Source: an optimization exercise on an open RTL-to-GDS flow (aim: small area and a short achievable clock period). Production flows keep margins and buffers that such runs may drop.
No activity file was given, so power comes from the tool's default toggle rates.

==> inputs of pepper <==
// wallace_mul
module wallace_mul(input [15:0] a, input [15:0] b, output [32:0] out, input clk);
  reg [15:0] ra1;
  wire [17:0] bx = {2'b00, b};
  wire [16:0] bl = {b, 1'b0};
  wire [7:0] e_neg, e_one, e_two;
  reg [7:0] rneg1;
  reg [7:0] rone1;
  reg [7:0] rtwo1;
  reg rb15_1;
  wire [17:0] ax = {1'b0, ra1, 1'b0};
  wire pp_0_0 = ((rone1[0] & ax[1]) | (rtwo1[0] & ax[0])) ^ rneg1[0];
  wire pp_0_1 = ((rone1[0] & ax[2]) | (rtwo1[0] & ax[1])) ^ rneg1[0];
  wire pp_0_2 = ((rone1[0] & ax[3]) | (rtwo1[0] & ax[2])) ^ rneg1[0];
  wire pp_0_3 = ((rone1[0] & ax[4]) | (rtwo1[0] & ax[3])) ^ rneg1[0];
  wire pp_0_4 = ((rone1[0] & ax[5]) | (rtwo1[0] & ax[4])) ^ rneg1[0];
  wire pp_0_5 = ((rone1[0] & ax[6]) | (rtwo1[0] & ax[5])) ^ rneg1[0];
  wire pp_0_6 = ((rone1[0] & ax[7]) | (rtwo1[0] & ax[6])) ^ rneg1[0];
  wire pp_0_7 = ((rone1[0] & ax[8]) | (rtwo1[0] & ax[7])) ^ rneg1[0];
  wire pp_0_8 = ((rone1[0] & ax[9]) | (rtwo1[0] & ax[8])) ^ rneg1[0];
  wire pp_0_9 = ((rone1[0] & ax[10]) | (rtwo1[0] & ax[9])) ^ rneg1[0];
  wire pp_0_10 = ((rone1[0] & ax[11]) | (rtwo1[0] & ax[10])) ^ rneg1[0];
  wire pp_0_11 = ((rone1[0] & ax[12]) | (rtwo1[0] & ax[11])) ^ rneg1[0];
  wire pp_0_12 = ((rone1[0] & ax[13]) | (rtwo1[0] & ax[12])) ^ rneg1[0];
  wire pp_0_13 = ((rone1[0] & ax[14]) | (rtwo1[0] & ax[13])) ^ rneg1[0];
  wire pp_0_14 = ((rone1[0] & ax[15]) | (rtwo1[0] & ax[14])) ^ rneg1[0];
  wire pp_0_15 = ((rone1[0] & ax[16]) | (rtwo1[0] & ax[15])) ^ rneg1[0];
  wire pp_0_16 = ((rone1[0] & ax[17]) | (rtwo1[0] & ax[16])) ^ rneg1[0];
  wire pp_1_0 = ((rone1[1] & ax[1]) | (rtwo1[1] & ax[0])) ^ rneg1[1];
  wire pp_1_1 = ((rone1[1] & ax[2]) | (rtwo1[1] & ax[1])) ^ rneg1[1];
  ...
clock: 4.4 ns
lec_check: 0
cap_margin: 20
core_margin: 2
core_utilization: 40
place_density: 0.6
setup_slack_margin: 2.5
slew_margin: 20
synth_hierarchical: 1
synth_minimum_keep_size: 0
run.sh (not shown) runs the stock make flow with config.mk's settings and CLKGATE_MAP_FILE= SYNTH_SCRIPT=/design/flow/synth_recipe.tcl, a recipe that flattens the netlist after the stock synthesis.
==> inputs of fjord, as changes to pepper <==
--- a/flow/design.v
+++ b/flow/design.v
@@ -386,37 +386,14 @@
   wire s128, c128;
   wire s129, c129;
   wire s130, c130;
   wire s131, c131;
   wire s132, c132;
-  reg q3_q2_pp_0_0;
-  reg q3_q2_rneg1_0;
-  reg q3_q2_pp_0_1;
-  reg q3_q2_s1;
-  reg q3_q2_s52;
-  reg q3_s88;
-  reg q3_s108;
-  reg q3_c108;
-  reg q3_s109;
-  reg q3_c109;
-  reg q3_s110;
-  reg q3_c110;
-  reg q3_s111;
-  reg q3_c111;
-  reg q3_s112;
-  reg q3_c112;
-  reg q3_s113;
-  reg q3_c113;
-  reg q3_s114;
-  reg q3_c114;
-  reg q3_s115;
-  reg q3_c115;
-  reg q3_s116;
-  reg q3_c116;
-  reg q3_s117;
-  reg q3_c117;
-  reg q3_s118;
+  wire [15:0] lx = {c117, c116, c115, c114, c113, c112, c111, c110, c109, c108, s108, s88, q2_s52, q2_s1, q2_pp_0_1, q2_pp_0_0};
+  wire [15:0] ly = {s118, s117, s116, s115, s114, s113, s112, s111, s110, s109, 1'b0, 1'b0, 1'b0, 1'b0, 1'b0, q2_rneg1_0};
+  wire [16:0] lsum = lx + ly;
+  reg [16:0] lo3;
   reg q3_c118;
   reg q3_s119;
   reg q3_c119;
   reg q3_s120;
   reg q3_c120;
@@ -444,13 +421,14 @@
   reg q3_c131;
   reg q3_s107;
   reg q3_s132;
   reg q3_c132;
   reg q3_q2_s87;
-  wire [31:0] fx = {q3_c132, q3_s132, q3_c131, q3_c130, q3_c129, q3_c128, q3_c127, q3_c126, q3_c125, q3_c124, q3_c123, q3_c122, q3_c121, q3_c120, q3_c119, q3_c118, q3_c117, q3_c116, q3_c115, q3_c114, q3_c113, q3_c112, q3_c111, q3_c110, q3_c109, q3_c108, q3_s108, q3_s88, q3_q2_s52, q3_q2_s1, q3_q2_pp_0_1, q3_q2_pp_0_0};
-  wire [31:0] fy = {q3_q2_s87, 1'b0, q3_s107, q3_s131, q3_s130, q3_s129, q3_s128, q3_s127, q3_s126, q3_s125, q3_s124, q3_s123, q3_s122, q3_s121, q3_s120, q3_s119, q3_s118, q3_s117, q3_s116, q3_s115, q3_s114, q3_s113, q3_s112, q3_s111, q3_s110, q3_s109, 1'b0, 1'b0, 1'b0, 1'b0, 1'b0, q3_q2_rneg1_0};
-  wire [32:0] fs;
+  wire [15:0] hx = {q3_c132, q3_s132, q3_c131, q3_c130, q3_c129, q3_c128, q3_c127, q3_c126, q3_c125, q3_c124, q3_c123, q3_c122, q3_c121, q3_c120, q3_c119, q3_c118};
+  wire [15:0] hy = {q3_q2_s87, 1'b0, q3_s107, q3_s131, q3_s130, q3_s129, q3_s128, q3_s127, q3_s126, q3_s125, q3_s124, q3_s123, q3_s122, q3_s121, q3_s120, q3_s119};
+  wire [15:0] hsum = hx + hy + lo3[16];
+  wire [32:0] fs = {1'b0, hsum, lo3[15:0]};
   reg [31:0] p4;
   reg [31:0] p5;
   reg [31:0] p6;
   reg [31:0] p7;
   always @(posedge clk) ra1 <= a;
@@ -711,37 +689,11 @@
   csa_fa u_s128(.x(c104), .y(s105), .z(q2_pp_8_9), .s(s128), .c(c128));
   csa_ha u_s129(.x(c105), .y(s106), .s(s129), .c(c129));
   csa_fa u_s130(.x(c106), .y(q2_c84), .z(q2_s85), .s(s130), .c(c130));
   csa_ha u_s131(.x(q2_c85), .y(q2_s86), .s(s131), .c(c131));
   csa_fa u_s132(.x(c107), .y(q2_c50), .z(q2_s51), .s(s132), .c(c132));
-  always @(posedge clk) q3_q2_pp_0_0 <= q2_pp_0_0;
-  always @(posedge clk) q3_q2_rneg1_0 <= q2_rneg1_0;
-  always @(posedge clk) q3_q2_pp_0_1 <= q2_pp_0_1;
-  always @(posedge clk) q3_q2_s1 <= q2_s1;
-  always @(posedge clk) q3_q2_s52 <= q2_s52;
-  always @(posedge clk) q3_s88 <= s88;
-  always @(posedge clk) q3_s108 <= s108;
-  always @(posedge clk) q3_c108 <= c108;
-  always @(posedge clk) q3_s109 <= s109;
-  always @(posedge clk) q3_c109 <= c109;
-  always @(posedge clk) q3_s110 <= s110;
-  always @(posedge clk) q3_c110 <= c110;
-  always @(posedge clk) q3_s111 <= s111;
-  always @(posedge clk) q3_c111 <= c111;
-  always @(posedge clk) q3_s112 <= s112;
-  always @(posedge clk) q3_c112 <= c112;
-  always @(posedge clk) q3_s113 <= s113;
-  always @(posedge clk) q3_c113 <= c113;
-  always @(posedge clk) q3_s114 <= s114;
-  always @(posedge clk) q3_c114 <= c114;
-  always @(posedge clk) q3_s115 <= s115;
-  always @(posedge clk) q3_c115 <= c115;
-  always @(posedge clk) q3_s116 <= s116;
-  always @(posedge clk) q3_c116 <= c116;
-  always @(posedge clk) q3_s117 <= s117;
-  always @(posedge clk) q3_c117 <= c117;
-  always @(posedge clk) q3_s118 <= s118;
+  always @(posedge clk) lo3 <= lsum;
   always @(posedge clk) q3_c118 <= c118;
   always @(posedge clk) q3_s119 <= s119;
   always @(posedge clk) q3_c119 <= c119;
   always @(posedge clk) q3_s120 <= s120;
   always @(posedge clk) q3_c120 <= c120;
@@ -769,11 +721,10 @@
   always @(posedge clk) q3_c131 <= c131;
   always @(posedge clk) q3_s107 <= s107;
   always @(posedge clk) q3_s132 <= s132;
   always @(posedge clk) q3_c132 <= c132;
   always @(posedge clk) q3_q2_s87 <= q2_s87;
-  cla32 u_cla(.a(fx), .b(fy), .out(fs));
   always @(posedge clk) p4 <= fs[31:0];
   always @(posedge clk) p5 <= p4;
   always @(posedge clk) p6 <= p5;
   always @(posedge clk) p7 <= p6;
   assign out = {1'b0, p7};
- SETUP_SLACK_MARGIN: 2.5 -> 2.3
==> inputs of raven, as changes to pepper <==
- SETUP_SLACK_MARGIN: 2.5 -> not set
==> qor summary <==
quantity	pepper	fjord	raven
Outcome	complete, no violations	complete, no violations	complete, no violations
Estimated wirelength of the detail-placed design	19200 µm	16300 µm	19600 µm
Total area of sequential cells	6540 µm²	6330 µm²	6390 µm²
Share of layout cells above drive strength 1	43.4%	13.9%	16.7%
Latest clock arrival within the worst-skew pair	510 ps	500 ps	520 ps
Internal power of the cells	0.00882 W	0.00844 W	0.00813 W
Fraction of area in clock buffers and inverters	6.47%	7.27%	7.59%
Final design utilization	52.7%	48.2%	44.8%
Worst hold path endpoint	p6[11]$_DFF_P_	p5[24]$_DFF_P_	p6[25]$_DFF_P_
Number of multi-input combinational cells in the layout	691	621	691
Smallest setup slack after layout	2070 ps	1800 ps	1670 ps
Net Sw Frac	33.2%	33.5%	32.6%
Post-synthesis instance total	1122	1041	1122
Routing usage on met2	27.6%	21.8%	22.9%
Clock network fraction of total power	23.4%	21.5%	25.5%
Worst-Margin Slew	551 ps	-	1190 ps
Comb group	0.00540 W	0.00536 W	0.00419 W
Number of global-route vias before repair	9210	7392	8256
Function was not checked in any run of this note: the RTL went through the layout flow alone.

==> what the ideal ports hide <==
How much do the figures lean on ideal ports? The routed layouts below were timed once more, with nothing changed but the port constraints. Step 1 sets driving cells, clkbuf_16 on the clock port and buf_2 on the other inputs (assumed; they add their load-dependent delay and slew). Step 2 times the ports against the registers' clock, not the clock port: input delays grow and output delays shrink by t, the midpoint of the rising clock arrivals with the driver on. a / b / c = ideal ports / drivers / drivers and shift; a / b = the first two.
| run | t (ns) | setup slack, ns | latest minus earliest clock arrival (ns) | worst slew at a driven data input, ns |
|---|---|---|---|---|
| pepper | 0.558 | 2.067 / 2.067 / 2.067 | 0.010 / 0.011 | 0.04 |
| fjord | 0.546 | 1.800 / 1.800 / 1.800 | 0.014 / 0.014 | 0.03 |
| raven | 0.557 | 1.666 / 1.666 / 1.666 | 0.015 / 0.015 | 0.04 |
After both steps every run listed still meets setup and hold.
